From an optimization exercise on the open Yosys and OpenROAD flow, aimed at small area; shortcuts taken in it are not production practice. Where RTL was checked, it was by simulation tests only, not by an equivalence proof against the original. For runs 3 to 6, only the layout was checked, not whether the RTL still works.

**flow/config.mk**
```make
export PLATFORM = sky130hd
export DESIGN_NAME = ISE
export DESIGN_NICKNAME = ISE
export VERILOG_FILES = /design/flow/design.v
export SDC_FILE = /design/flow/constraint.sdc
export NUM_CORES = 4
export LEC_CHECK = 0
export CAP_MARGIN = 20
export CORE_MARGIN = 2
export CORE_UTILIZATION = 40
export PLACE_DENSITY = 0.6
export SLEW_MARGIN = 20
```
**flow/constraint.sdc**
```tcl
create_clock -name core_clock -period 85.0 [get_ports {clk}]
set_input_delay 17.0000 -clock core_clock [delete_from_list [all_inputs] [get_ports {clk}]]
set_output_delay 17.0000 -clock core_clock [all_outputs]
set_load 0.01 [all_outputs]
```
**flow/design.v**
```verilog
`timescale 1ns/10ps
module ISE(
 input               clk
,input               reset
,input       [4:0]   image_in_index
,input       [23:0]  pixel_in
,output reg          busy
,output reg          out_valid
,output reg  [1:0]   color_index
,output reg  [4:0]   image_out_index
);
reg     [21:0]  sum;
reg     [13:0]  cnt;
reg     [15:0]  avg_arr         [0:31];
reg     [ 4:0]  index_arr       [0:31];
reg     [ 1:0]  color_arr       [0:31];
reg     [ 4:0]  i;
reg             sort_end,sort_period;
wire    [7:0]   r_data          =       pixel_in[23:16];
wire    [7:0]   g_data          =       pixel_in[15: 8];
wire    [7:0]   b_data          =       pixel_in[ 7: 0];
wire            r_en            =       ( r_data >= g_data ) && ( r_data >= b_data );
wire            g_en            =       ( g_data >  r_data ) && ( g_data >= b_data );
wire            b_en            =       ( b_data >  r_data ) && ( b_data >  g_data );
reg     [13:0]  pixel_cnt;
wire    [13:0]  pixel_cnt_pre   =    busy | ( &pixel_cnt[13:0] )       ?           14'd0           :
                                                                           pixel_cnt + 14'd1       ;
reg     [13:0]  r_cnt, g_cnt, b_cnt;
wire    [13:0]  r_cnt_pre       =       busy    ?       14'd0           :
                                        r_en    ?   r_cnt + 14'd1       :
                                                    r_cnt;
wire    [13:0]  g_cnt_pre       =       busy    ?       14'd0           :
                                        g_en    ?   g_cnt + 14'd1       :
                                                    g_cnt;
wire    [13:0]  b_cnt_pre       =       busy    ?       14'd0           :
                                        b_en    ?   b_cnt + 14'd1       :
                                                    b_cnt;
reg     [21:0]  r_sum, g_sum, b_sum;
wire    [21:0]  r_sum_pre       =       busy    ?       22'd0           :
                                        r_en    ?   r_sum + r_data      :
                                                    r_sum;
wire    [21:0]  g_sum_pre       =       busy    ?       22'd0           :
                                        g_en    ?   g_sum + g_data      :
                                                    g_sum;
wire    [21:0]  b_sum_pre       =       busy    ?       22'd0           :
                                        b_en    ?   b_sum + b_data      :
                                                    b_sum;
reg     [ 1:0]  image;
wire    [ 1:0]  image_pre       =     
                                    ( &pixel_cnt[13:0] )                         ?
                                     ( ( r_cnt > g_cnt ) && ( r_cnt > b_cnt )    ?   2'h0        :
                                       ( g_cnt > r_cnt ) && ( g_cnt > b_cnt )    ?   2'h1        :
                                                                                     2'h2    )   :  image;
reg             busy_keep;
wire            busy_keep_pre   =       (&image_in_index)  && (~|pixel_cnt_pre[13:0]) ? 1'b1 : busy_keep  ;
wire            busy_pre        =  
                                    ( busy_keep )?  1'b1   :                                                
                                   ( &pixel_cnt[13:0] ) ? 1'b1:1'b0 ;
reg             image_in_index_keep;
wire            image_in_index_keep_pre   =       (&image_in_index) ? 1'b1 : image_in_index_keep  ;
wire     [5:0]  image_in_index_1          =       busy_keep_pre     ? 6'd32 :  image_in_index ;
wire            sort_end_pre    =   ( i== ( ~ ( ~image_in_index_1 + 6'd1 ) ) ) & sort_period  ;
reg             final_sort_end;
wire            final_sort_end_pre =   sort_end_pre & busy_keep ? 1'b1 : final_sort_end;
wire            sort_period_pre =   ( final_sort_end| sort_end_pre) ? 1'b0:
                                    ( busy )      ? 1'b1 :
                                       sort_period;
reg      [4:0]  out_cnt;    
wire     [4:0]  out_cnt_pre             =       out_valid ? out_cnt +1 : out_cnt;
reg             out_done;
wire            out_done_pre            =  ( out_valid & (&out_cnt) ) | out_done ;
wire            out_valid_pre           =  (&out_cnt) | out_done  ? 1'b0 :   final_sort_end  & busy_keep ;
wire     [1:0]  color_index_pre         =       out_valid_pre ? color_arr[out_cnt_pre] : color_index;
wire     [4:0]  image_out_index_pre     =       out_valid_pre ? index_arr[out_cnt_pre] : image_out_index;
wire          [4:0]  i_pre           =   ( sort_end_pre        ) ?   5'd0   :
                                           sort_period           ?   i+5'd1 :
                                                                          i ;
wire     [15:0]  avg_arr_tmp0        =  avg_arr[0]  ;
wire     [ 4:0]  index_arr_tmp0      =  index_arr[0];
wire     [ 1:0]  color_arr_tmp0      =  color_arr[0];
wire     [15:0]  avg_arr_tmp1        =  avg_arr[1]  ;
wire     [ 4:0]  index_arr_tmp1      =  index_arr[1];
wire     [ 1:0]  color_arr_tmp1      =  color_arr[1];
wire     [15:0]  avg_arr_tmp2        =  avg_arr[2]  ;
wire     [ 4:0]  index_arr_tmp2      =  index_arr[2];
wire     [ 1:0]  color_arr_tmp2      =  color_arr[2];
wire     [15:0]  avg_arr_tmp3        =  avg_arr[3]  ;
wire     [ 4:0]  index_arr_tmp3      =  index_arr[3];
wire     [ 1:0]  color_arr_tmp3      =  color_arr[3];
wire     [15:0]  avg_arr_tmp4        =  avg_arr[4]  ;
wire     [ 4:0]  index_arr_tmp4      =  index_arr[4];
wire     [ 1:0]  color_arr_tmp4      =  color_arr[4];
wire     [15:0]  avg_arr_tmp5        =  avg_arr[5]  ;
wire     [ 4:0]  index_arr_tmp5      =  index_arr[5];
wire     [ 1:0]  color_arr_tmp5      =  color_arr[5];
wire     [15:0]  avg_arr_tmp6        =  avg_arr[6]  ;
wire     [ 4:0]  index_arr_tmp6      =  index_arr[6];
wire     [ 1:0]  color_arr_tmp6      =  color_arr[6];
wire     [15:0]  avg_arr_tmp7        =  avg_arr[7]  ;
wire     [ 4:0]  index_arr_tmp7      =  index_arr[7];
wire     [ 1:0]  color_arr_tmp7      =  color_arr[7];
wire     [15:0]  avg_arr_tmp8        =  avg_arr[8]  ;
wire     [ 4:0]  index_arr_tmp8      =  index_arr[8];
wire     [ 1:0]  color_arr_tmp8      =  color_arr[8];
wire     [15:0]  avg_arr_tmp9        =  avg_arr[9]  ;
wire     [ 4:0]  index_arr_tmp9      =  index_arr[9];
wire     [ 1:0]  color_arr_tmp9      =  color_arr[9];
wire     [15:0]  avg_arr_tmp10        =  avg_arr[10]  ;
wire     [ 4:0]  index_arr_tmp10      =  index_arr[10];
wire     [ 1:0]  color_arr_tmp10      =  color_arr[10];
wire     [15:0]  avg_arr_tmp11        =  avg_arr[11]  ;
wire     [ 4:0]  index_arr_tmp11      =  index_arr[11];
wire     [ 1:0]  color_arr_tmp11      =  color_arr[11];
wire     [15:0]  avg_arr_tmp12        =  avg_arr[12]  ;
wire     [ 4:0]  index_arr_tmp12      =  index_arr[12];
wire     [ 1:0]  color_arr_tmp12      =  color_arr[12];
wire     [15:0]  avg_arr_tmp13        =  avg_arr[13]  ;
wire     [ 4:0]  index_arr_tmp13      =  index_arr[13];
wire     [ 1:0]  color_arr_tmp13      =  color_arr[13];
wire     [15:0]  avg_arr_tmp14        =  avg_arr[14]  ;
wire     [ 4:0]  index_arr_tmp14      =  index_arr[14];
wire     [ 1:0]  color_arr_tmp14      =  color_arr[14];
wire     [15:0]  avg_arr_tmp15        =  avg_arr[15]  ;
wire     [ 4:0]  index_arr_tmp15      =  index_arr[15];
wire     [ 1:0]  color_arr_tmp15      =  color_arr[15];
wire     [15:0]  avg_arr_tmp16        =  avg_arr[16]  ;
wire     [ 4:0]  index_arr_tmp16      =  index_arr[16];
wire     [ 1:0]  color_arr_tmp16      =  color_arr[16];
wire     [15:0]  avg_arr_tmp17        =  avg_arr[17]  ;
wire     [ 4:0]  index_arr_tmp17      =  index_arr[17];
wire     [ 1:0]  color_arr_tmp17      =  color_arr[17];
wire     [15:0]  avg_arr_tmp18        =  avg_arr[18]  ;
wire     [ 4:0]  index_arr_tmp18      =  index_arr[18];
wire     [ 1:0]  color_arr_tmp18      =  color_arr[18];
wire     [15:0]  avg_arr_tmp19        =  avg_arr[19]  ;
wire     [ 4:0]  index_arr_tmp19      =  index_arr[19];
wire     [ 1:0]  color_arr_tmp19      =  color_arr[19];
wire     [15:0]  avg_arr_tmp20        =  avg_arr[20]  ;
wire     [ 4:0]  index_arr_tmp20      =  index_arr[20];
wire     [ 1:0]  color_arr_tmp20      =  color_arr[20];
wire     [15:0]  avg_arr_tmp21        =  avg_arr[21]  ;
wire     [ 4:0]  index_arr_tmp21      =  index_arr[21];
wire     [ 1:0]  color_arr_tmp21      =  color_arr[21];
wire     [15:0]  avg_arr_tmp22        =  avg_arr[22]  ;
wire     [ 4:0]  index_arr_tmp22      =  index_arr[22];
wire     [ 1:0]  color_arr_tmp22      =  color_arr[22];
wire     [15:0]  avg_arr_tmp23        =  avg_arr[23]  ;
wire     [ 4:0]  index_arr_tmp23      =  index_arr[23];
wire     [ 1:0]  color_arr_tmp23      =  color_arr[23];
wire     [15:0]  avg_arr_tmp24        =  avg_arr[24]  ;
wire     [ 4:0]  index_arr_tmp24      =  index_arr[24];
wire     [ 1:0]  color_arr_tmp24      =  color_arr[24];
wire     [15:0]  avg_arr_tmp25        =  avg_arr[25]  ;
wire     [ 4:0]  index_arr_tmp25      =  index_arr[25];
wire     [ 1:0]  color_arr_tmp25      =  color_arr[25];
wire     [15:0]  avg_arr_tmp26        =  avg_arr[26]  ;
wire     [ 4:0]  index_arr_tmp26      =  index_arr[26];
wire     [ 1:0]  color_arr_tmp26      =  color_arr[26];
wire     [15:0]  avg_arr_tmp27        =  avg_arr[27]  ;
wire     [ 4:0]  index_arr_tmp27      =  index_arr[27];
wire     [ 1:0]  color_arr_tmp27      =  color_arr[27];
wire     [15:0]  avg_arr_tmp28        =  avg_arr[28]  ;
wire     [ 4:0]  index_arr_tmp28      =  index_arr[28];
wire     [ 1:0]  color_arr_tmp28      =  color_arr[28];
wire     [15:0]  avg_arr_tmp29        =  avg_arr[29]  ;
wire     [ 4:0]  index_arr_tmp29      =  index_arr[29];
wire     [ 1:0]  color_arr_tmp29      =  color_arr[29];
wire     [15:0]  avg_arr_tmp30        =  avg_arr[30]  ;
wire     [ 4:0]  index_arr_tmp30      =  index_arr[30];
wire     [ 1:0]  color_arr_tmp30      =  color_arr[30];
wire     [15:0]  avg_arr_tmp31        =  avg_arr[31]  ;
wire     [ 4:0]  index_arr_tmp31      =  index_arr[31];
wire     [ 1:0]  color_arr_tmp31      =  color_arr[31];
always @(*)
begin
    case(image_pre)
        2'h0 : cnt = r_cnt;
        2'h1 : cnt = g_cnt;
        2'h2 : cnt = b_cnt;
       default : cnt = 14'd0 ;
    endcase
end
always @(*)
begin
    case(image_pre)
        2'h0 : sum = r_sum;
        2'h1 : sum = g_sum;
        2'h2 : sum = b_sum;
       default : sum = 22'd0 ;
    endcase
end
reg     [15:0]  image_avg ;
wire    [15:0]  image_avg_pre       =       {sum,8'd0} / cnt ;
always @(posedge clk )
begin
    if( &pixel_cnt[13:0] & busy_keep_pre )
    begin
        color_arr[image_in_index_1-1]  <=      image_pre ;
        avg_arr[image_in_index_1-1]    <=      image_avg_pre ;
        index_arr[image_in_index_1-1]  <=      image_in_index_1-1;
    end
    else if( &pixel_cnt[13:0] )
    begin
        color_arr[image_in_index_1]  <=      image_pre ;
        avg_arr[image_in_index_1]    <=      image_avg_pre ;
        index_arr[image_in_index_1]  <=      image_in_index_1;
    end
    else if(sort_period)
    begin
        if( color_arr[i] < color_arr [image_in_index_1-5'd1] )
        begin
        end
        else if ( ( avg_arr[i] < avg_arr[image_in_index_1-5'd1] ) && ( color_arr[i] ==color_arr [image_in_index_1-5'd1] )  )
        begin
        end    
        else
        begin
            color_arr[i]  <=   color_arr[image_in_index_1-1];
            avg_arr[i]    <=   avg_arr[image_in_index_1-1]  ;
            index_arr[i]  <=   index_arr[image_in_index_1-1];
            color_arr[image_in_index_1-1] <=   color_arr[i];
            avg_arr[image_in_index_1-1]   <=   avg_arr[i]  ;
            index_arr[image_in_index_1-1] <=   index_arr[i];
        end      
    end
end
always @(posedge clk or posedge reset)
begin
   if (reset)
   begin
       r_cnt               <=  14'd0;
       g_cnt               <=  14'd0;
       b_cnt               <=  14'd0;
       r_sum               <=  22'd0;
       g_sum               <=  22'd0;
       b_sum               <=  22'd0;
       pixel_cnt           <=  14'd0;
       busy                <=   1'd0;
       busy_keep                <=   1'd0;
       image               <=   2'd3;
       image_avg           <=  16'd0;
       i                   <=   5'd0;
       sort_period         <=   1'd0;
       sort_end            <=   1'd0;
       final_sort_end            <=   1'b0;
       color_index             <=   2'd0;
       image_out_index         <=   5'd0;
       image_in_index_keep     <=   1'd0;
        out_valid              <=   1'd0;
        out_cnt              <=   1'd0;
        out_done             <=   1'd0;
   end
   else
   begin
       r_cnt               <=  r_cnt_pre;
       g_cnt               <=  g_cnt_pre;
       b_cnt               <=  b_cnt_pre;
       r_sum               <=  r_sum_pre;
       g_sum               <=  g_sum_pre;
       b_sum               <=  b_sum_pre;
       pixel_cnt           <=  pixel_cnt_pre;
       busy                <=  busy_pre;
       busy_keep                <=  busy_keep_pre;
       image               <=  image_pre;
       image_avg           <=  image_avg_pre;
       i                   <=  i_pre;
       sort_period         <=   sort_period_pre;
       sort_end            <=   sort_end_pre;
       final_sort_end            <=   final_sort_end_pre;
        out_valid              <=   out_valid_pre;
        out_cnt              <=   out_cnt_pre;
        out_done             <=   out_done_pre;
       color_index             <=   color_index_pre;
       image_out_index         <=   image_out_index_pre;
       image_in_index_keep     <=    image_in_index_keep_pre;
   end
end
endmodule
```
**flow/run.sh**
```bash
#!/bin/bash
# synth_recipe.tcl (not shown) runs the flow's synth.tcl, then flattens the netlist and writes it again
# the make line also repeats each setting of config.mk as NAME=value (left out here)
make -C /OpenROAD-flow-scripts/flow DESIGN_CONFIG=/design/flow/config.mk WORK_HOME=/design/flow/orfs CLKGATE_MAP_FILE= SYNTH_SCRIPT=/design/flow/synth_recipe.tcl finish
```
==> impl_metrics.py, run 1 <==
metrics = {
    "floorplan": {
        "start_util_pct": 40.3,
        "fp.dieH_um": 436,
        "core-area_mm2": 0.186,
        "io_pins": 40,
        "rows": 158,
        "die_area_mm2": 0.190,
        "die_width_um": 436,
    },
    "synthesis": {
        "synth_edf_count": 736,
        "avgSynthCellArea_um2": 10.9,
        "async_flop_share_pct": 16.6,
        "yosysWarnings": 1,
        "synthDominantCellAreaShare_pct": 29.6,
        "synth_seq_cells": 883,
        "yosysTopAreaCell": "edfxtp_1",
        "syn_inst": 6876,
        "yosysUniqueCellTypes": 131,
        "synth.area.top_cells": "edfxtp_1 30%, mux4_2 15%, mux2i_1 11%",
        "synth_most_common_cell": "mux2i_1",
        "yosys-top-cells-count": "786 x mux2i_1, 736 x edfxtp_1, 546 x nor2_1",
        "synth_ff_type": "edfxtp_1",
        "yosysSeqAreaShare_pct": 34.5,
        "synth_nets": 7351,
        "syn_area_mm2": 0.0747,
    },
    "layout": {
        "nNetsFinal": 7395,
        "utilization_pct": 45.2,
        "drive_above_1_share_pct": 21.2,
        "nFillCells": 17000,
        "fin_area_mm2": 0.0840,
        "syn_to_final_growth_pct": 12.4,
        "final_cells": 9487,
    },
    "hold_path": {
        "hold-path-endpoint": "out_done",
        "hold_path.class": "reg2reg",
        "min-delay-start": "out_done",
        "hold_depth": 1,
    },
    "timing": {
        "slew-limit-headroom_pct": 14.6,
        "skew_ns": 0.0505,
        "fin_tns_setup_ns": 0,
        "max_freq_mhz": 12.5,
        "final_hold_viol_count": 0,
        "report.final.slew_viol_count": 0,
        "fin_ws_ns": 5.31,
        "period_needed_ns": 79.69,
        "finalSetupViolations": 0,
        "fin_crit_sh_pct": 93.8,
        "worst_pin_slew_ns": 1.28,
        "timing.hold.ws_ns": 0.473,
    },
    "grt": {
        "grtUsageMet1_pct": 35.7,
        "grt_util_met3_pct": 5.86,
        "antenna_found_initial": 1,
        "grt_pass1_vias": 59600,
        "grt_pass1_wl_um": 396000,
        "use_met2_pct": 43.8,
        "grt.total_usage_pct": 27.6,
        "grt_max_degree": 97,
        "grt-ovfl-total": 0,
        "busiest_layer": "met2",
    },
    "route": {
        "wl_per_cell_um": 28.6,
        "avgViaCountPerCell": 6.52,
        "drc": 0,
        "vias": 61800,
        "first_pass_iters": 6,
        "drtAntennaViolNets": 0,
        "drt-initial-drc-count": 6948,
        "wl_um": 271000,
    },
    "status": {
        "status": "finished clean",
    },
    "cts": {
        "tritoncts": "done",
        "htreeDepth": 3,
        "cts_buffer_depth": 3,
        "cts_hold_buf": 0,
        "cts.sinks": 883,
        "clock_latency_ns": 0.77,
        "cts_buffers": 102,
        "cts_root_buffer": "clkbuf_16",
        "clkTransAtPathRegs_ns": 0.06,
    },
    "worst_setup_path": {
        "end_kind": "register",
        "crit_top_cell": "o21a_1",
        "r2r_slack_ns": 5.31,
        "setup.worst_path.class": "reg2reg",
        "cp.required_ns": 85.45,
        "reg2reg_depth": 424,
        "r2r_end": "avg_arr[30][0]",
        "crit_path_max_incr_delay_ns": 0.53,
        "timing.rr.start": "g_cnt[4]",
        "slowest_stage": "or4_1",
        "cp.arrival_ns": 80.14,
        "critPathMaxFanout": 34,
        "cp-start-kind": "register",
    },
    "place": {
        "dpl_worst_slack_ns": -1.89,
        "dp.cells": 9236,
        "hpwl_um": 177000,
        "place_area_mm2": 0.0795,
        "portBuffers": 39,
        "place.gp.congestion": 0.934,
    },
    "flow_run": {
        "cap_viol_max_count": 0,
    },
}
==> critical path: cells and delay by family, from the launching register on <==
kind | cells | cell delay [ns]
AO/OA/AOI/OAI | 256 | 45.68
AND/OR/NAND/NOR | 107 | 17.69
adder cells (fa/ha/maj) | 30 | 9.17
buffers and inverters | 20 | 3.17
multiplexers | 11 | 3.07
flip-flops | 1 | 0.50
==> cell usage in the layout, fill, tap and decap left out, types with 47 or more instances in the layout <==
cell	n
o21ai_0	225
o31ai_1	61
nor2_1	535
nand2b_1	64
edfxtp_1	736
or3_1	47
dfrtp_1	131
xor2_1	102
ha_1	439
mux2_2	85
xnor2_1	161
nand2_1	380
mux2i_1	756
nand3_1	105
a21oi_1	307
buf_4	361
nor3_1	207
mux4_2	484
a21oi_2	58
inv_1	144
o22ai_1	80
o21a_1	214
clkbuf_16	104
nand4_1	59
a21o_1	89
nor2b_1	51
==> worst max path at each step <==
| stage | cells after the start | slack (ns) | to | from |
|---|---|---|---|---|
| after CTS | 421 | 0.02 | avg_arr[30][0] | b_cnt[11] |
| after global routing | 434 | -0.50 | avg_arr[30][0] | b_cnt[13] |
| final | 424 | 5.31 | avg_arr[30][0] | g_cnt[4] |
| after floorplan | 459 | 0.11 | avg_arr[0][0] | r_cnt[3] |
| after global placement | 418 | -0.18 | avg_arr[31][0] | b_cnt[11] |
| after detailed placement | 418 | -1.89 | avg_arr[30][0] | b_cnt[5] |
==> layer usage <==
metal  wire length (um)  part of all wire [%]
met2             124000                    46
met5                  0                     0
met1             105000                    39
met3              27300                    10
met4              15400                   5.7
==> flip-flops by register name, indices dropped and copies added, names as in the netlist, 2 cells and up <==
signal / flops
g_sum: 22
color_arr: 64
r_cnt: 14
g_cnt: 14
r_sum: 22
b_sum: 22
out_cnt: 5
image: 2
avg_arr: 512
color_index: 2
index_arr: 160
b_cnt: 14
image_out_index: 5
pixel_cnt: 14
i: 5
==> cell type report <==
class                      instances  area, um^2  share of cell area [%]
antenna                            2        5.00                 0.00596
clock buffer                     120        2660                    3.17
clock inverter                    69         679                   0.809
inverter                         156         597                   0.711
multi-input combinational       5367       47800                    57.0
sequential                       883       25800                    30.7
tap                             2480        3100                    3.69
timing repair buffer             410        3300                    3.93
==> cell families (layout without fill, tap and decap cells) <==
logic type,count (synthesis),after routing,synth area share [%]
simple gates,1800,1803,11.7
compound gates,1494,1495,13.4
mux,1359,1359,26.5
flops,883,883,34.5
buf+inv,630,755,3.40
fa+ha+maj,444,444,7.47
xor+xnor,266,266,3.12
other cells,0,2,0
==> repair_timing <==
| action | 4_1_cts | 5_1_grt |
|---|---|---|
| cloned | 0 | 6 |
| resized for setup | 17 | 149 |
| setup endpoints to repair | 32 | 96 |
| pin swaps | 0 | 38 |
| setup buffers | 0 | 54 |
==> run 2, diff against run 1 <==
==> flow/design.v (replaced) <==
`timescale 1ns/10ps
module ISE(
 input               clk
,input               reset
,input       [4:0]   image_in_index
,input       [23:0]  pixel_in
,output              busy
,output reg          out_valid
,output reg  [1:0]   color_index
,output reg  [4:0]   image_out_index
);
reg     [13:0]  pc;          
reg             bcyc;        
reg             fin;         
assign busy = bcyc | fin;
wire            pc_last = &pc;
wire            hi_zero = ~|pc[13:5];
wire            pc_zero = hi_zero & ~|pc[4:0];
wire            wr      = hi_zero & (&pc[4:0]);
wire            step    = hi_zero & ~pc[4] & ~bcyc;
wire            freeze  = fin & pc[10] & pc[5];
always @(posedge clk or posedge reset)
begin
    if (reset) begin
        pc   <= 14'd0;
        bcyc <= 1'b0;
        fin  <= 1'b0;
    end else begin
        bcyc <= pc_last;
        fin  <= fin | (pc_last & (&image_in_index));
        if (pc_last | bcyc)
            pc <= 14'd0;
        else if (!freeze)
            pc <= pc + 14'd1;
    end
end
wire    [7:0]   r_data = pixel_in[23:16];
wire    [7:0]   g_data = pixel_in[15: 8];
wire    [7:0]   b_data = pixel_in[ 7: 0];
wire            r_en   = (r_data >= g_data) && (r_data >= b_data);
wire            g_en   = !r_en && (g_data >= b_data);
wire            b_en   = !r_en && !g_en;
wire            cnt_en = !busy && !pc_last;
reg     [13:0]  r_cnt, g_cnt, b_cnt;
reg     [21:0]  r_sum, g_sum, b_sum;
always @(posedge clk)
begin
    r_cnt <= (pc_zero ? 14'd0 : r_cnt) + {13'd0, cnt_en & r_en};
    g_cnt <= (pc_zero ? 14'd0 : g_cnt) + {13'd0, cnt_en & g_en};
    b_cnt <= (pc_zero ? 14'd0 : b_cnt) + {13'd0, cnt_en & b_en};
    r_sum <= (pc_zero ? 22'd0 : r_sum) + {14'd0, (cnt_en & r_en) ? r_data : 8'd0};
    g_sum <= (pc_zero ? 22'd0 : g_sum) + {14'd0, (cnt_en & g_en) ? g_data : 8'd0};
    b_sum <= (pc_zero ? 22'd0 : b_sum) + {14'd0, (cnt_en & b_en) ? b_data : 8'd0};
end
wire            dom_r = (r_cnt > g_cnt) && (r_cnt > b_cnt);
wire            dom_g = !dom_r && (g_cnt > r_cnt) && (g_cnt > b_cnt);
wire    [1:0]   dom   = dom_r ? 2'd0 : dom_g ? 2'd1 : 2'd2;
wire    [13:0]  n_sel = dom_r ? r_cnt : dom_g ? g_cnt : b_cnt;
wire    [21:0]  s_sel = dom_r ? r_sum : dom_g ? g_sum : b_sum;
reg     [1:0]   d_col;
reg     [13:0]  d_n;
reg     [13:0]  d_r;
reg     [15:0]  d_q;
wire    [15:0]  d_t  = {1'b0, d_r, d_q[15]} - {2'b00, d_n};
wire            d_ge = ~d_t[15];
always @(posedge clk)
begin
    if (bcyc) begin
        d_col <= dom;
        d_n   <= n_sel;
        d_r   <= s_sel[21:8];
        d_q   <= {s_sel[7:0], 8'd0};
    end else if (step) begin
        d_r   <= d_ge ? d_t[13:0] : {d_r[12:0], d_q[15]};
        d_q   <= {d_q[14:0], d_ge};
    end
end
reg     [575:0] ring;
wire    [17:0]  tail  = ring[575:558];
wire    [4:0]   tidx  = pc[4:0];
wire            sent  = (tidx == image_out_index) && (color_index != 2'd3);
wire    [17:0]  head  = wr   ? {d_col, d_q} :
                        sent ? {2'd3, tail[15:0]} :
                               tail;
always @(posedge clk)
    ring <= {ring[557:0], head};
reg     [17:0]  best;
reg     [4:0]   best_idx;
wire            take      = (tidx == 5'd0) || (head <= best);
wire    [17:0]  best_nxt  = take ? head : best;
wire    [4:0]   bidx_nxt  = take ? tidx : best_idx;
always @(posedge clk)
begin
    best     <= best_nxt;
    best_idx <= bidx_nxt;
end
wire            pass_end = fin & (&pc[4:0]) & ~hi_zero;
always @(posedge clk or posedge reset)
begin
    if (reset) begin
        out_valid       <= 1'b0;
        color_index     <= 2'd3;
        image_out_index <= 5'd0;
    end else begin
        out_valid       <= pass_end;
        if (pass_end) begin
            color_index     <= best_nxt[17:16];
            image_out_index <= bidx_nxt;
        end
    end
end
endmodule
==> impl_metrics.py, run 2 <==
metrics = {
    "synthesis": {
        "synth_nets": 2106,
        "yosysSeqAreaShare_pct": 67.2,
        "synth_edf_count": 54,
        "yosysTopAreaCell": "dfxtp_1",
        "syn_area_mm2": 0.0241,
        "synth_most_common_cell": "dfxtp_1",
        "async_flop_share_pct": 3.09,
        "yosys-top-cells-count": "699 x dfxtp_1, 136 x nor2_1, 131 x ha_1",
        "yosysWarnings": 1,
        "synth.area.top_cells": "dfxtp_1 58%, ha_1 6.8%, edfxtp_1 6.7%",
        "avgSynthCellArea_um2": 12.4,
        "synthDominantCellAreaShare_pct": 57.9,
        "synth_seq_cells": 777,
        "syn_inst": 1940,
        "synth_ff_type": "dfxtp_1",
        "yosysUniqueCellTypes": 80,
    },
    "route": {
        "first_pass_iters": 5,
        "wl_um": 44700,
        "drtAntennaViolNets": 0,
        "avgViaCountPerCell": 4.87,
        "wl_per_cell_um": 15.6,
        "vias": 13900,
        "drc": 0,
        "drt-initial-drc-count": 803,
    },
    "timing": {
        "final_hold_viol_count": 0,
        "rsz0062_at_grt": "false",
        "fin_ws_ns": 63.49,
        "timing.hold.ws_ns": 0.312,
        "skew_ns": 0.0274,
        "worst_pin_slew_ns": 1.02,
        "slew-limit-headroom_pct": 32.3,
        "finalSetupViolations": 0,
        "report.final.slew_viol_count": 0,
        "fin_crit_sh_pct": 25.3,
        "period_needed_ns": 21.51,
        "max_freq_mhz": 46.5,
        "fin_tns_setup_ns": 0,
    },
    "worst_setup_path": {
        "cp.arrival_ns": 22.02,
        "slowest_stage": "a2111oi_0",
        "critPathMaxFanout": 25,
        "end_kind": "register",
        "setup.worst_path.class": "in2reg",
        "crit_top_cell": "a21o_1",
        "r2r_slack_ns": 79.80,
        "cp.required_ns": 85.51,
        "cp-start-kind": "primary input",
        "r2r_end": "r_sum[20]",
        "reg2reg_depth": 16,
        "timing.rr.start": "pc[4]",
        "crit_chain": "clkdlybuf4s50_1 > inv_1 > ha_1 > nand2b_1 > a21o_1 > a21o_1 > a21o_1 > a211o_1 > o211a_1 > a2111oi_0 > ha_1 > inv_1 > fa_1 > nor2b_1 > o21ai_0 > a21boi_0 > o21ai_0 > a21oi_1 > nand3_1 > xor2_1",
        "crit_path_max_incr_delay_ns": 0.59,
    },
    "grt": {
        "grt_pass1_vias": 14100,
        "grt_max_degree": 66,
        "grt-ovfl-total": 0,
        "grt.total_usage_pct": 14.7,
        "antenna_found_initial": 3,
        "grt_pass1_wl_um": 73700,
    },
    "cts": {
        "cts_buffer_depth": 3,
        "clock_latency_ns": 0.62,
        "ctsResizeCount": 0,
        "cts_buffers": 75,
        "cts_root_buffer": "clkbuf_16",
        "cts.sinks": 777,
        "tritoncts": "done",
        "cts_hold_buf": 0,
        "htreeDepth": 3,
        "cts_setup_buffers": 0,
        "clkTransAtPathRegs_ns": 0.06,
    },
    "floorplan": {
        "start_util_pct": 40.2,
        "core-area_mm2": 0.0600,
        "fp.dieH_um": 250,
        "die_area_mm2": 0.0624,
        "die_width_um": 250,
        "io_pins": 40,
        "rows": 90,
    },
    "hold_path": {
        "min-delay-start": "ring[504]",
        "hold-path-endpoint": "ring[522]",
        "hold_path.class": "reg2reg",
        "hold_depth": 0,
    },
    "layout": {
        "final_common_cell": "dfxtp_1",
        "syn_to_final_growth_pct": 15.8,
        "final_cells": 2858,
        "nNetsFinal": 2183,
        "utilization_pct": 46.6,
        "drive_above_1_share_pct": 9.06,
        "largest_register_ff_count": 576,
        "nFillCells": 5269,
        "regMostFlops": "ring",
        "layout_common_cells": "699 x dfxtp_1, 135 x nor2_1, 131 x ha_1",
        "diodes": 0,
    },
    "place": {
        "dp.cells": 2721,
        "place.gp.congestion": 0.868,
        "dpl_worst_slack_ns": 62.87,
        "portBuffers": 39,
        "hpwl_um": 30000,
    },
    "flow_run": {
        "cap_viol_max_count": 0,
    },
    "status": {
        "status": "finished clean",
    },
}
==> run 2: changes by cell type after synthesis, moves of 206 or more <==
cell	previous run	this run
nor2_1	546	136
o21ai_0	279	48
a21oi_1	342	57
nand2_1	417	85
mux4_2	484	0
ha_1	440	131
dfxtp_1	0	699
clkbuf_1	365	34
edfxtp_1	736	54
mux2i_1	786	20
o21a_1	216	10
==> run 2: worst max-delay path: cells and delay by family <==
family	cells	cell delay, ns
AOI/OAI and AO/OA	10	2.92
and+or+nand+nor	3	0.41
adders and majority gates	3	0.93
buffers and inverters	3	0.58
xor gates and xnor gates	1	0.18
==> run 2: area by class of cell <==
| class | count | area, um^2 | share of cell area, % |
|---|---|---|---|
| Clock buffer | 98 | 2120 | 7.58 |
| Clock inverter | 38 | 437 | 1.56 |
| Multi-Input combinational cell | 1003 | 7300 | 26.1 |
| Timing Repair Buffer | 49 | 485 | 1.74 |
| Inverter | 111 | 417 | 1.49 |
| Sequential cell | 777 | 16200 | 58.0 |
| Tap cell | 782 | 978 | 3.50 |
==> run 2: cells by family (layout without fill, tap and decap cells) <==
| logic type | after synthesis | in the layout | share of synthesized area, % |
|---|---|---|---|
| DFF | 777 | 777 | 67.2 |
| muxes | 48 | 48 | 2.13 |
| adders and majority gates | 135 | 135 | 7.12 |
| xor gates and xnor gates | 100 | 100 | 3.63 |
| buffers and inverters | 160 | 296 | 2.65 |
| AOI/OAI and AO/OA | 279 | 279 | 8.28 |
| and+or+nand+nor | 441 | 441 | 9.03 |
==> run 2: stage by stage <==
stage	instance area, um^2
after floorplan	24100
after global placement	25400
after detailed placement	25400
after CTS	27900
after global routing	28000
final	28000
==> run 2: how the worst max path moves through the flow <==
stage | end | slack [ns] | startpoint
after floorplan | b_sum[21] | 64.23 | pixel_in[8]
after global placement | b_sum[21] | 63.00 | pixel_in[16]
after detailed placement | b_sum[21] | 62.87 | pixel_in[16]
after CTS | b_sum[21] | 63.53 | pixel_in[16]
after global routing | b_sum[21] | 62.95 | pixel_in[16]
final | g_sum[14] | 63.49 | pixel_in[16]
==> run 2: metal layers <==
layer  vias up  wire length, um  GRT usage [%]
li1       6870                -              -
met1      6665            22100           20.5
met2       286            19000           22.3
met3        93             2010           2.84
met4         0             1610           6.61
met5         -                0              0
==> run 3, diff against run 2 <==
==> flow/design.v (replaced) <==
`timescale 1ns/10ps
module ISE(
 input               clk
,input               reset
,input       [4:0]   image_in_index
,input       [23:0]  pixel_in
,output              busy
,output              out_valid
,output      [1:0]   color_index
,output reg  [4:0]   image_out_index
);
reg     [13:0]  pc;          
reg             bcyc;        
reg             fin;         
assign busy = bcyc | fin;
wire            pc_last  = &pc;
wire            pc_zero5 = ~|pc[4:0];
wire            pc_zero  = ~|pc[13:5] & pc_zero5;
wire            lo_zone  = ~|pc[13:9];                  
wire            step     = lo_zone & (&pc[4:0]);        
wire            sorting  = fin & ~lo_zone;              
wire            after1   = fin & (pc[10] | (pc[9] & (|pc[8:5])));  
wire            freeze   = fin & pc[10] & pc[9] & pc[0];
always @(posedge clk or posedge reset)
begin
    if (reset) begin
        pc   <= 14'd0;
        bcyc <= 1'b0;
        fin  <= 1'b0;
    end else begin
        bcyc <= pc_last;
        fin  <= fin | (pc_last & (&image_in_index));
        if (pc_last | bcyc)
            pc <= 14'd0;
        else if (!freeze)
            pc <= pc + 14'd1;
    end
end
wire    [7:0]   r_data = pixel_in[23:16];
wire    [7:0]   g_data = pixel_in[15: 8];
wire    [7:0]   b_data = pixel_in[ 7: 0];
wire            r_en   = (r_data >= g_data) && (r_data >= b_data);
wire            g_en   = !r_en && (g_data >= b_data);
wire            b_en   = !r_en && !g_en;
wire            cnt_en = !busy && !pc_last;
reg     [13:0]  r_cnt, g_cnt;
reg     [21:0]  r_sum, g_sum, b_sum;
always @(posedge clk)
begin
    r_cnt <= (pc_zero ? 14'd0 : r_cnt) + {13'd0, cnt_en & r_en};
    g_cnt <= (pc_zero ? 14'd0 : g_cnt) + {13'd0, cnt_en & g_en};
    r_sum <= (pc_zero ? 22'd0 : r_sum) + {14'd0, (cnt_en & r_en) ? r_data : 8'd0};
    g_sum <= (pc_zero ? 22'd0 : g_sum) + {14'd0, (cnt_en & g_en) ? g_data : 8'd0};
    b_sum <= (pc_zero ? 22'd0 : b_sum) + {14'd0, (cnt_en & b_en) ? b_data : 8'd0};
end
wire    [13:0]  b_cnt = ~(r_cnt + g_cnt);
wire            dom_r = (r_cnt > g_cnt) && (r_cnt > b_cnt);
wire            dom_g = !dom_r && (g_cnt > r_cnt) && (g_cnt > b_cnt);
wire    [1:0]   dom   = dom_r ? 2'd0 : dom_g ? 2'd1 : 2'd2;
wire    [13:0]  n_sel = dom_r ? r_cnt : dom_g ? g_cnt : b_cnt;
wire    [21:0]  s_sel = dom_r ? r_sum : dom_g ? g_sum : b_sum;
reg     [575:0] ring;
wire    [17:0]  tail = ring[575:558];
wire    [4:0]   tidx = pc[4:0];          
reg     [27:0]  xr;
wire    [13:0]  d_r = xr[13:0];
wire    [13:0]  d_n = xr[27:14];
wire    [17:0]  best     = xr[17:0];
wire    [4:0]   best_idx = xr[22:18];
wire    [15:0]  d_t  = {1'b0, d_r, tail[15]} - {2'b00, d_n};
wire            d_ge = ~d_t[15];
wire            sent = after1 && (tidx == image_out_index);
wire    [17:0]  head = bcyc ? {dom, s_sel[7:0], 8'd0} :
                       step ? {tail[17:16], tail[14:0], d_ge} :
                       sent ? {2'd3, tail[15:0]} :
                              tail;
always @(posedge clk)
    ring <= {ring[557:0], head};
wire            take     = (tidx == 5'd0) || (head <= best);
wire    [4:0]   bidx_nxt = take ? tidx : best_idx;
always @(posedge clk)
begin
    if (bcyc)
        xr <= {n_sel, s_sel[21:8]};
    else if (step)
        xr[13:0] <= d_ge ? d_t[13:0] : {d_r[12:0], tail[15]};
    else if (sorting && take)
        xr[22:0] <= {tidx, head};
end
wire            pass_end = sorting & (&pc[4:0]);
assign out_valid   = after1 & pc_zero5;
assign color_index = best[17:16];
always @(posedge clk)
    if (pass_end)
        image_out_index <= bidx_nxt;
endmodule
--- a/flow/config.mk
+++ b/flow/config.mk
@@ -9,4 +9,5 @@
 export CORE_MARGIN = 2
-export CORE_UTILIZATION = 40
-export PLACE_DENSITY = 0.6
+export CORE_UTILIZATION = 70
+export CTS_BUF_LIST = sky130_fd_sc_hd__clkbuf_4
+export PLACE_DENSITY = 0.8
 export SLEW_MARGIN = 20
==> impl_metrics.py, run 3 <==
metrics = {
    "status": {
        "status": "finished clean",
    },
    "synthesis": {
        "syn_area_mm2": 0.0225,
        "synth_nets": 2055,
        "yosysUniqueCellTypes": 66,
        "synth_edf_count": 33,
        "synth_most_common_cell": "dfxtp_1",
        "syn_inst": 1878,
        "synth_ff_type": "dfxtp_1",
        "yosysSeqAreaShare_pct": 65.8,
        "synth_seq_cells": 719,
        "synth.area.top_cells": "dfxtp_1 60%, ha_1 7.8%, edfxtp_1 4.4%",
        "synthDominantCellAreaShare_pct": 59.6,
        "avgSynthCellArea_um2": 12.0,
        "async_flop_share_pct": 2.23,
        "yosys-top-cells-count": "670 x dfxtp_1, 141 x ha_1, 136 x nor2_1",
        "yosysWarnings": 1,
        "yosysTopAreaCell": "dfxtp_1",
    },
    "hold_path": {
        "hold_depth": 0,
        "min-delay-start": "ring[534]",
        "hold-path-endpoint": "ring[552]",
        "hold_path.class": "reg2reg",
    },
    "worst_setup_path": {
        "r2r_slack_ns": 77.61,
        "r2r_end": "xr[13]",
        "setup.worst_path.class": "in2reg",
        "cp.arrival_ns": 21.87,
        "critPathMaxFanout": 10,
        "cp-start-kind": "primary input",
        "timing.rr.start": "r_cnt[4]",
        "end_kind": "register",
        "cp.required_ns": 85.71,
        "reg2reg_depth": 25,
    },
    "floorplan": {
        "fp.dieH_um": 183,
        "rows": 65,
        "start_util_pct": 71.2,
        "die_width_um": 183,
        "core-area_mm2": 0.0316,
        "die_area_mm2": 0.0336,
        "io_pins": 40,
    },
    "cts": {
        "cts_buffer_depth": 3,
        "cts_hold_buf": 0,
        "cts_setup_buffers": 0,
        "tritoncts": "done",
        "clkTransAtPathRegs_ns": 0.08,
        "cts.sinks": 719,
        "ctsResizeCount": 0,
        "htreeDepth": 4,
        "cts_root_buffer": "clkbuf_4",
        "clock_latency_ns": 0.86,
        "cts_buffers": 163,
    },
    "layout": {
        "drive_above_1_share_pct": 12.8,
        "fin_area_mm2": 0.0253,
        "layout_common_cells": "670 x dfxtp_1, 230 x clkbuf_4, 141 x ha_1",
        "final_common_cell": "dfxtp_1",
        "reg_top3": "ring x576, xr x28",
        "largest_register_ff_count": 576,
        "regMostFlops": "ring",
        "syn_to_final_growth_pct": 12.4,
        "nNetsFinal": 2227,
        "nFillCells": 1905,
    },
    "grt": {
        "grt_pass1_vias": 14800,
        "grt_max_degree": 59,
        "grt.total_usage_pct": 28.2,
        "grt-ovfl-total": 0,
        "grt_pass1_wl_um": 73900,
        "antenna_found_initial": 2,
    },
    "route": {
        "avgViaCountPerCell": 5.50,
        "drc": 0,
        "drt-initial-drc-count": 930,
        "first_pass_iters": 6,
        "wl_per_cell_um": 17.7,
        "vias": 14100,
        "wl_um": 45300,
        "drtAntennaViolNets": 0,
    },
    "timing": {
        "max_freq_mhz": 47.2,
        "worst_pin_slew_ns": 0.986,
        "final_hold_viol_count": 0,
        "period_needed_ns": 21.17,
        "report.final.slew_viol_count": 0,
        "slew-limit-headroom_pct": 34.2,
        "skew_ns": 0.0674,
        "rsz0062_at_grt": "false",
        "finalSetupViolations": 0,
        "fin_tns_setup_ns": 0,
        "fin_crit_sh_pct": 24.9,
    },
    "flow_run": {
        "cap_viol_max_count": 0,
    },
    "place": {
        "portBuffers": 39,
        "place_area_mm2": 0.0233,
        "place.gp.congestion": 0.937,
        "hpwl_um": 29200,
    },
}
run 3: cell types whose count changed after synthesis, moves of 14 or more:
cell      change
dfxtp_1      -29
mux2_2       -27
edfxtp_1     -21
xnor2_1      -25
xor2_1       +33
o221ai_1     -18
clkbuf_1     -14
run 3: routing by layer:
metal | track usage (%) | wire length (um)
met5 | 0 | 0
met4 | 14.0 | 1710
met2 | 44.9 | 20900
met1 | 34.8 | 19100
met3 | 8.86 | 3590
run 3: cell families (layout without fill, tap and decap cells):
| logic type | Yosys count | count (layout) | share of synthesized area, % |
|---|---|---|---|
| adders and majority gates | 146 | 146 | 8.28 |
| other | 0 | 2 | 0 |
| and+or+nand+nor | 447 | 447 | 9.71 |
| AOI/OAI and AO/OA | 286 | 286 | 8.63 |
| muxes | 10 | 10 | 0.450 |
| buffers and inverters | 162 | 444 | 2.97 |
| xor gates and xnor gates | 108 | 108 | 4.20 |
| DFF | 719 | 719 | 65.8 |
run 3: how the worst max path moves through the flow:
stage                start   endpoint  slack [ns]
3_3_place_gp   pixel_in[8]  b_sum[18]       63.19
5_1_grt        pixel_in[8]  b_sum[20]       63.57
3_5_place_dp   pixel_in[8]  b_sum[20]       63.07
2_1_floorplan  pixel_in[8]  b_sum[18]       64.14
6_report       pixel_in[0]  g_sum[16]       63.83
4_1_cts        pixel_in[8]  b_sum[20]       63.97
run 3: critical path, stage by stage:
cell and delay, ns:
clkdlybuf4s50_1 0.47, ha_1 0.31, nand2b_1 0.15, a21o_1 0.18, a21o_1 0.17, a21oi_1 0.13
o21ai_0 0.09, o2111ai_1 0.24, and3_1 0.41, and2_1 0.18, ha_1 0.16, inv_1 0.05
fa_1 0.40, nor2b_1 0.12, o21ai_0 0.14, a21boi_0 0.29, o21ai_0 0.20, a21oi_1 0.70
and3_1 0.28, xnor2_1 0.13, nor2_1 0.05
run 3: area by class of cell:
type	count	area (um^2)	share of cell area, %
inverters	118	443	1.75
repair buffers	51	478	1.89
multi-input cells	997	7050	27.9
diodes	2	5.00	0.0198
well taps	402	503	1.99
clock buffers	230	1730	6.82
clock inverters	45	294	1.16
flip-flops and latches	719	14800	58.5
run 3: stage by stage:
stage / hold slack (ns) / utilization (%) / worst slack (ns) / std cells
2_1_floorplan: 0.310 / - / 64.14 / 1878
3_3_place_gp: 0.310 / 73.6 / 63.19 / 2286
3_5_place_dp: 0.312 / 73.6 / 63.07 / 2286
4_1_cts: 0.259 / 79.9 / 63.97 / 2561
5_1_grt: 0.265 / 80.0 / 63.57 / 2564
6_report: 0.270 / 80.0 / 63.83 / 2564
==> run 4, diff against run 3 <==
--- a/flow/config.mk
+++ b/flow/config.mk
@@ -9,5 +9,4 @@
 export CORE_MARGIN = 2
-export CORE_UTILIZATION = 70
-export CTS_BUF_LIST = sky130_fd_sc_hd__clkbuf_4
-export PLACE_DENSITY = 0.8
+export CORE_UTILIZATION = 40
+export PLACE_DENSITY = 0.6
 export SLEW_MARGIN = 20
==> impl_metrics.py, run 4 <==
metrics = {
    "place": {
        "hpwl_um": 30000,
        "portBuffers": 39,
        "place.gp.congestion": 0.872,
        "dp.cells": 2633,
    },
    "timing": {
        "final_hold_viol_count": 0,
        "max_freq_mhz": 46.8,
        "fin_crit_sh_pct": 25.1,
        "skew_ns": 0.0276,
        "slew-limit-headroom_pct": 29.0,
        "rsz0062_at_grt": "false",
        "finalSetupViolations": 0,
        "fin_tns_setup_ns": 0,
        "report.final.slew_viol_count": 0,
        "worst_pin_slew_ns": 1.05,
        "period_needed_ns": 21.35,
    },
    "route": {
        "wl_um": 44100,
        "drtAntennaViolNets": 0,
        "first_pass_iters": 5,
        "avgViaCountPerCell": 4.77,
        "wl_per_cell_um": 15.9,
        "drc": 0,
        "drt-initial-drc-count": 880,
        "vias": 13200,
    },
    "cts": {
        "ctsResizeCount": 0,
        "cts_buffer_depth": 3,
        "clkTransAtPathRegs_ns": 0.06,
        "cts_setup_buffers": 0,
        "cts_root_buffer": "clkbuf_16",
        "cts.sinks": 719,
        "clock_latency_ns": 0.61,
        "htreeDepth": 3,
        "cts_hold_buf": 0,
        "tritoncts": "done",
        "cts_buffers": 71,
    },
    "grt": {
        "grt_max_degree": 79,
        "grt_pass1_vias": 13200,
        "grt-ovfl-total": 0,
        "grt_pass1_wl_um": 71000,
        "grt.total_usage_pct": 15.6,
        "antenna_found_initial": 0,
    },
    "synthesis": {
        "synth_edf_count": 33,
        "yosys-top-cells-count": "670 x dfxtp_1, 141 x ha_1, 136 x nor2_1",
        "syn_inst": 1878,
        "yosysTopAreaCell": "dfxtp_1",
        "yosysSeqAreaShare_pct": 65.8,
        "synth_nets": 2055,
        "synth.area.top_cells": "dfxtp_1 60%, ha_1 7.8%, edfxtp_1 4.4%",
        "synth_ff_type": "dfxtp_1",
        "yosysUniqueCellTypes": 66,
        "async_flop_share_pct": 2.23,
        "synthDominantCellAreaShare_pct": 59.6,
        "syn_area_mm2": 0.0225,
        "synth_most_common_cell": "dfxtp_1",
        "synth_seq_cells": 719,
        "avgSynthCellArea_um2": 12.0,
        "yosysWarnings": 1,
    },
    "layout": {
        "final_common_cell": "dfxtp_1",
        "final_cells": 2765,
        "diodes": 0,
        "layout_common_cells": "670 x dfxtp_1, 141 x ha_1, 136 x nor2_1",
        "nNetsFinal": 2135,
        "syn_to_final_growth_pct": 16.6,
        "drive_above_1_share_pct": 7.54,
        "nFillCells": 4944,
        "regMostFlops": "ring",
        "reg_top3": "ring x576, xr x28",
        "largest_register_ff_count": 576,
        "utilization_pct": 47.4,
    },
    "floorplan": {
        "start_util_pct": 40.6,
        "rows": 86,
        "fp.dieH_um": 241,
        "die_width_um": 241,
        "io_pins": 40,
        "die_area_mm2": 0.0582,
        "core-area_mm2": 0.0554,
    },
    "worst_setup_path": {
        "cp.arrival_ns": 21.81,
        "critPathMaxFanout": 9,
        "setup.worst_path.class": "in2reg",
        "timing.rr.start": "r_cnt[4]",
        "end_kind": "register",
        "cp-start-kind": "primary input",
        "cp.required_ns": 85.46,
        "reg2reg_depth": 26,
        "critPathLaunch": "pixel_in[8]",
    },
    "hold_path": {
        "min-delay-start": "ring[476]",
        "hold_path.class": "reg2reg",
        "hold_depth": 0,
    },
    "flow_run": {
        "cap_viol_max_count": 0,
    },
    "status": {
        "status": "finished clean",
    },
}
-- run 4: cell counts after synthesis --
No cell type changed its count.
-- run 4: per-stage QoR --
step | hold WS, ns | instance area, um^2 | worst slack, ns
detailed placement | 0.312 | 23700 | 62.97
global route | 0.328 | 26300 | 63.13
finish | 0.318 | 26300 | 63.65
CTS | 0.322 | 26300 | 63.63
global placement | 0.310 | 23700 | 63.06
floorplan | 0.310 | 22500 | 64.14
-- run 4: path summary, 6_finish.rpt --
| check | to | slack (ns) |
|---|---|---|
| worst max-delay path | b_sum[18] | 63.65 |
| worst min-delay path | ring[494] | 0.32 |
| worst max register to register | xr[5] | 76.48 |
| worst min register to register | ring[494] | 0.32 |
| max in group asynchronous | pc[2] | 67.78 |
| min in group asynchronous | pc[12] | 16.80 |
-- run 4: final cells by class --
class / instances / area (um^2) / area share (%)
Sequential cell: 719 / 14800 / 56.4
Multi-Input combinational cell: 997 / 7050 / 26.9
Clock buffer: 98 / 2140 / 8.14
Tap cell: 748 / 936 / 3.57
Timing Repair Buffer: 51 / 480 / 1.83
Inverter: 118 / 443 / 1.69
Clock inverter: 34 / 399 / 1.52
-- run 4: metal layers --
metal  wire length (um)  global-route usage (%)  up-vias
met4               1330                    6.42        0
met1              22600                    22.6     6248
met5                  0                       0        -
met2              18300                    22.8      297
met3               1870                    3.10       97
li1                   -                       -     6540
-- run 4: cells by family after synthesis --
kind of cell,after synthesis,share of synthesized area (%)
fa+ha+maj,146,8.28
compound gates,286,8.63
mux,10,0.450
flops,719,65.8
xor+xnor,108,4.20
simple gates,447,9.71
buf+inv,162,2.97
-- run 4: worst max-delay path, stage by stage --
cell             delay (ns)
clkdlybuf4s50_1        0.50
inv_1                  0.05
ha_1                   0.26
nand2b_1               0.13
a21o_1                 0.17
a21o_1                 0.17
a211o_1                0.29
a21oi_1                0.11
o21ai_0                0.11
and3b_1                0.40
and2_1                 0.19
ha_1                   0.17
inv_1                  0.06
fa_1                   0.39
nor2b_1                0.12
o21ai_0                0.12
a21boi_0               0.25
o21ai_0                0.19
a211oi_1               0.73
nand4_1                0.19
xor2_1                 0.16
nor2_1                 0.06
==> run 5, diff against run 4 <==
--- a/flow/config.mk
+++ b/flow/config.mk
@@ -9,4 +9,7 @@
 export CORE_MARGIN = 2
-export CORE_UTILIZATION = 40
-export PLACE_DENSITY = 0.6
+export CORE_UTILIZATION = 70
+export CTS_BUF_LIST = sky130_fd_sc_hd__clkbuf_16
+export CTS_CLUSTER_DIAMETER = 100
+export CTS_CLUSTER_SIZE = 30
+export PLACE_DENSITY = 0.8
 export SLEW_MARGIN = 20
==> impl_metrics.py, run 5 <==
metrics = {
    "status": {
        "status": "finished clean",
    },
    "synthesis": {
        "synth_most_common_cell": "dfxtp_1",
        "synth_ff_type": "dfxtp_1",
        "avgSynthCellArea_um2": 12.0,
        "syn_area_mm2": 0.0225,
        "syn_inst": 1878,
        "yosysTopAreaCell": "dfxtp_1",
        "async_flop_share_pct": 2.23,
        "synthDominantCellAreaShare_pct": 59.6,
        "synth_nets": 2055,
        "yosysUniqueCellTypes": 66,
        "synth.area.top_cells": "dfxtp_1 60%, ha_1 7.8%, edfxtp_1 4.4%",
        "yosysWarnings": 1,
        "yosysSeqAreaShare_pct": 65.8,
        "synth_edf_count": 33,
        "yosys-top-cells-count": "670 x dfxtp_1, 141 x ha_1, 136 x nor2_1",
        "synth_seq_cells": 719,
    },
    "timing": {
        "period_needed_ns": 21.35,
        "fin_crit_sh_pct": 25.1,
        "rsz0062_at_grt": "false",
        "fin_ws_ns": 63.65,
        "skew_ns": 0.0229,
        "worst_pin_slew_ns": 0.890,
        "fin_tns_setup_ns": 0,
        "max_freq_mhz": 46.8,
        "finalSetupViolations": 0,
        "final_hold_viol_count": 0,
        "slew-limit-headroom_pct": 40.7,
        "report.final.slew_viol_count": 0,
    },
    "floorplan": {
        "io_pins": 40,
        "die_width_um": 183,
        "start_util_pct": 71.2,
        "rows": 65,
        "fp.dieH_um": 183,
        "core-area_mm2": 0.0316,
        "die_area_mm2": 0.0336,
    },
    "route": {
        "drt-initial-drc-count": 920,
        "met3_length_um": 2600,
        "vias": 13100,
        "top_layer": "met4",
        "met1_length_um": 19000,
        "wl_um": 42500,
        "avgViaCountPerCell": 5.65,
        "drc": 0,
        "wl_met2_um": 19700,
        "wl_per_cell_um": 18.3,
        "drtAntennaViolNets": 0,
        "first_pass_iters": 7,
    },
    "worst_setup_path": {
        "cp.arrival_ns": 21.83,
        "cp.required_ns": 85.48,
        "cp.buffers_inverters": 3,
        "slowest_stage": "a211oi_1",
        "crit_top_cell": "o21ai_0",
        "cp-start-kind": "primary input",
        "crit_path_max_incr_delay_ns": 0.73,
        "crit_family": "compound AO/OA/AOI/OAI gates",
        "critPathMaxFanout": 9,
        "crit_chain": "clkdlybuf4s50_1 > inv_1 > ha_1 > nand2b_1 > a21o_1 > a21o_1 > a211o_1 > a21oi_1 > o21ai_0 > and3b_1 > and2_1 > ha_1 > inv_1 > fa_1 > nor2b_1 > o21ai_0 > a21boi_0 > o21ai_0 > a211oi_1 > nand4_1 > xor2_1 > nor2_1",
        "setup.worst_path.class": "in2reg",
        "end_kind": "register",
    },
    "cts": {
        "cts_hold_buf": 0,
        "cts_setup_buffers": 0,
        "tritoncts": "done",
        "clock_latency_ns": 0.60,
        "cts_root_buffer": "clkbuf_16",
        "htreeDepth": 1,
        "cts_buffers": 28,
        "clkTransAtPathRegs_ns": 0.12,
        "ctsResizeCount": 0,
        "cts_buffer_depth": 3,
        "cts.sinks": 719,
    },
    "layout": {
        "reg_top3": "ring x576, xr x28",
        "final_common_cell": "dfxtp_1",
        "utilization_pct": 76.0,
        "layout_common_cells": "670 x dfxtp_1, 141 x ha_1, 136 x nor2_1",
        "nNetsFinal": 2092,
        "largest_register_ff_count": 576,
        "syn_to_final_growth_pct": 6.86,
        "regMostFlops": "ring",
        "drive_above_1_share_pct": 3.07,
    },
    "place": {
        "place.gp.congestion": 0.937,
        "hpwl_um": 29200,
        "dpl_worst_slack_ns": 63.07,
        "portBuffers": 39,
    },
    "grt": {
        "grt-ovfl-total": 0,
        "antenna_found_initial": 0,
        "grt_pass1_vias": 13100,
        "grt.total_usage_pct": 25.7,
        "grt_max_degree": 59,
        "grt_pass1_wl_um": 68300,
    },
    "hold_path": {
        "hold_path.class": "reg2reg",
    },
    "flow_run": {
        "cap_viol_max_count": 0,
    },
}
-- run 5: cell counts after synthesis --
No cell type changed its count.
-- run 5: worst paths after layout --
check | start | to | slack (ns) | depth (start not counted)
max | pixel_in[8] | b_sum[18] | 63.65 | 22
min | ring[38] | ring[56] | 0.33 | 0
max reg2reg | r_cnt[2] | xr[10] | 77.60 | 25
min reg2reg | ring[38] | ring[56] | 0.33 | 0
max in group asynchronous | reset | pc[1] | 67.82 | 2
min in group asynchronous | reset | pc[10] | 16.77 | 2
-- run 5: logic make-up after synthesis --
family	after synthesis	synth area share [%]
and+or+nand+nor	447	9.71
buffers and inverters	162	2.97
xor gates and xnor gates	108	4.20
DFF	719	65.8
adders and majority gates	146	8.28
muxes	10	0.450
AOI/OAI and AO/OA	286	8.63
-- run 5: routing by layer --
layer / global-route usage, % / up-vias
met2: 42.7 / 403
met1: 35.2 / 6245
li1: - / 6402
met5: 0 / -
met4: 7.68 / 0
met3: 3.99 / 86
-- run 5: layout make-up --
type	count	area [um^2]
well taps	402	503
inverters	118	443
repair buffers	51	478
diodes	1	2.50
clock buffers	28	701
clock inverters	10	80.1
multi-input cells	997	7050
fillers	2040	7580
flip-flops and latches	719	14800
-- run 5: metrics by stage --
step / hold WS (ns) / instances / area, um^2
3_3_place_gp: 0.310 / 2286 / 23300
6_report: 0.329 / 2326 / 24100
4_1_cts: 0.327 / 2324 / 24100
5_1_grt: 0.332 / 2325 / 24100
2_1_floorplan: 0.310 / 1878 / 22500
3_5_place_dp: 0.312 / 2286 / 23300
==> run 6, diff against run 5 <==
--- a/flow/config.mk
+++ b/flow/config.mk
@@ -10,5 +10,5 @@
 export CORE_UTILIZATION = 70
-export CTS_BUF_LIST = sky130_fd_sc_hd__clkbuf_16
-export CTS_CLUSTER_DIAMETER = 100
-export CTS_CLUSTER_SIZE = 30
+export CTS_BUF_LIST = sky130_fd_sc_hd__clkbuf_8
+export CTS_CLUSTER_DIAMETER = 60
+export CTS_CLUSTER_SIZE = 16
 export PLACE_DENSITY = 0.8
==> impl_metrics.py, run 6 <==
metrics = {
    "status": {
        "status": "finished clean",
    },
    "cts": {
        "cts_root_buffer": "clkbuf_8",
        "cts_setup_buffers": 0,
        "clkTransAtPathRegs_ns": 0.10,
        "htreeDepth": 2,
        "ctsResizeCount": 0,
        "cts_buffers": 54,
        "cts_buffer_depth": 3,
        "cts_hold_buf": 0,
        "cts.sinks": 719,
        "tritoncts": "done",
        "clock_latency_ns": 0.65,
    },
    "worst_setup_path": {
        "crit_chain": "clkdlybuf4s50_1 > inv_1 > ha_1 > nand2b_1 > a21o_1 > a21o_1 > a21oi_1 > o21ai_0 > o2111ai_1 > nor3_2 > nand2_1 > fa_1 > nor2b_1 > o21ai_0 > a21boi_0 > o21ai_0 > a21oi_1 > nand3_1 > xor2_1 > nor2_1",
        "cp.arrival_ns": 21.82,
        "crit_top_cell": "o21ai_0",
        "slowest_stage": "a21oi_1",
        "critPathMaxFanout": 9,
        "cp.required_ns": 85.47,
        "cp-start-kind": "primary input",
        "crit_path_max_incr_delay_ns": 0.72,
        "setup.worst_path.class": "in2reg",
        "end_kind": "register",
    },
    "synthesis": {
        "yosysUniqueCellTypes": 66,
        "yosysWarnings": 1,
        "syn_area_mm2": 0.0225,
        "yosysTopAreaCell": "dfxtp_1",
        "yosys-top-cells-count": "670 x dfxtp_1, 141 x ha_1, 136 x nor2_1",
        "synth_nets": 2055,
        "synthDominantCellAreaShare_pct": 59.6,
        "synth.area.top_cells": "dfxtp_1 60%, ha_1 7.8%, edfxtp_1 4.4%",
        "async_flop_share_pct": 2.23,
        "synth_edf_count": 33,
        "synth_ff_type": "dfxtp_1",
        "syn_inst": 1878,
        "yosysSeqAreaShare_pct": 65.8,
        "synth_most_common_cell": "dfxtp_1",
        "synth_seq_cells": 719,
        "avgSynthCellArea_um2": 12.0,
    },
    "place": {
        "place.gp.congestion": 0.937,
        "dpl_worst_slack_ns": 63.07,
        "dp.cells": 2286,
        "hpwl_um": 29200,
        "portBuffers": 39,
        "place_area_mm2": 0.0233,
    },
    "grt": {
        "antenna_found_initial": 0,
        "grt_pass1_vias": 13300,
        "grt_max_degree": 59,
        "grt_pass1_wl_um": 68400,
        "grt-ovfl-total": 0,
        "grt.total_usage_pct": 25.8,
    },
    "layout": {
        "nNetsFinal": 2118,
        "drive_above_1_share_pct": 4.70,
        "final_common_cell": "dfxtp_1",
        "largest_register_ff_count": 576,
        "utilization_pct": 76.5,
        "regMostFlops": "ring",
        "final_cells": 2359,
        "reg_top3": "ring x576, xr x28",
        "diodes": 0,
        "syn_to_final_growth_pct": 7.44,
        "fin_area_mm2": 0.0242,
        "layout_common_cells": "670 x dfxtp_1, 141 x ha_1, 136 x nor2_1",
    },
    "timing": {
        "fin_ws_ns": 63.65,
        "skew_ns": 0.0506,
        "report.final.slew_viol_count": 0,
        "period_needed_ns": 21.35,
        "max_freq_mhz": 46.8,
        "worst_pin_slew_ns": 0.927,
        "rsz0062_at_grt": "false",
        "fin_crit_sh_pct": 25.1,
        "timing.hold.ws_ns": 0.295,
        "fin_tns_setup_ns": 0,
        "final_hold_viol_count": 0,
        "slew-limit-headroom_pct": 38.2,
        "finalSetupViolations": 0,
    },
    "route": {
        "wl_per_cell_um": 17.9,
        "drtAntennaViolNets": 0,
        "first_pass_iters": 5,
        "avgViaCountPerCell": 5.60,
        "drc": 0,
        "vias": 13200,
        "wl_um": 42200,
        "drt-initial-drc-count": 766,
    },
    "floorplan": {
        "die_area_mm2": 0.0336,
        "rows": 65,
        "start_util_pct": 71.2,
        "io_pins": 40,
        "core-area_mm2": 0.0316,
        "die_width_um": 183,
        "fp.dieH_um": 183,
    },
    "flow_run": {
        "cap_viol_max_count": 0,
    },
    "hold_path": {
        "hold_path.class": "reg2reg",
    },
}
[run 6: area by class of cell]
class	count	area (um^2)
Fill cell	2023	7450
Tap cell	402	503
Timing Repair Buffer	51	478
Inverter	118	443
Clock inverter	17	155
Sequential cell	719	14800
Clock buffer	55	757
Multi-Input combinational cell	997	7050
[run 6: worst max-delay path, delay by kind of cell]
| kind | cells | cell delay [ns] |
|---|---|---|
| compound gates | 9 | 2.20 |
| xor+xnor | 1 | 0.18 |
| fa+ha+maj | 2 | 0.73 |
| buf+inv | 2 | 0.51 |
| simple gates | 6 | 1.18 |
[run 6: per-layer routing]
layer | routed length (um) | global-route usage (%) | up-vias
li1 | - | - | 6462
met1 | 19000 | 35.4 | 6236
met2 | 18900 | 41.2 | 411
met3 | 2800 | 4.92 | 99
met4 | 1400 | 9.54 | 0
met5 | 0 | 0 | -
[run 6: worst paths after layout]
kind                         startpoint  cells after the start         to  slack (ns)
max                        pixel_in[16]                     20  r_sum[18]       63.65
min                            ring[11]                      0   ring[29]        0.29
max reg2reg                    r_cnt[2]                     25      xr[3]       77.69
min reg2reg                    ring[11]                      0   ring[29]        0.29
max in group asynchronous         reset                      2      pc[7]       67.84
min in group asynchronous         reset                      2      pc[8]       16.74
[run 6: kinds of logic after synthesis]
kind of cell               after synthesis  synth area share, %
DFF                                    719                 65.8
and+or+nand+nor                        447                 9.71
AOI/OAI and AO/OA                      286                 8.63
buffers and inverters                  162                 2.97
adders and majority gates              146                 8.28
xor gates and xnor gates               108                 4.20
muxes                                   10                0.450

==> static timing again, ports no longer ideal <==
How much do the figures lean on ideal ports? The routed layouts below were timed once more, with nothing changed but the port constraints. Step 1 (the two cells are an assumption about what drives the block):
set clk [get_ports {clk}]
set_driving_cell -lib_cell sky130_fd_sc_hd__clkbuf_16 $clk
set_driving_cell -lib_cell sky130_fd_sc_hd__buf_2 [delete_from_list [all_inputs] $clk]
Step 2 also shifts input and output timing later by t, the mid clock arrival at the registers, as if the neighbouring blocks saw the same clock. a / b / c = ideal ports / drivers / drivers and shift; a / b = the first two.
run | shift t [ns] | setup WS [ns] | worst setup path after step 2 | latest minus earliest clock arrival (ns) | cell pins on the clock port's net
run 1 | 0.821 | 5.307 / 5.307 / 5.307 | register to register | 0.050 / 0.050 | 1
run 2 | 0.665 | 63.492 / 63.525 / 62.860 | input to register | 0.031 / 0.031 | 1
run 3 | 0.874 | 63.833 / 63.864 / 62.990 | input to register | 0.071 / 0.072 | 1
run 4 | 0.652 | 63.647 / 63.674 / 63.022 | input to register | 0.030 / 0.030 | 1
run 5 | 0.637 | 63.652 / 63.679 / 63.042 | input to register | 0.022 / 0.023 | 1
run 6 | 0.671 | 63.650 / 63.676 / 63.005 | input to register | 0.054 / 0.054 | 1
After both steps setup and hold are still met in every run listed. The setup slack of run 3, which loses most, moves by +0.031 ns with the drivers and by -0.843 ns with both steps.
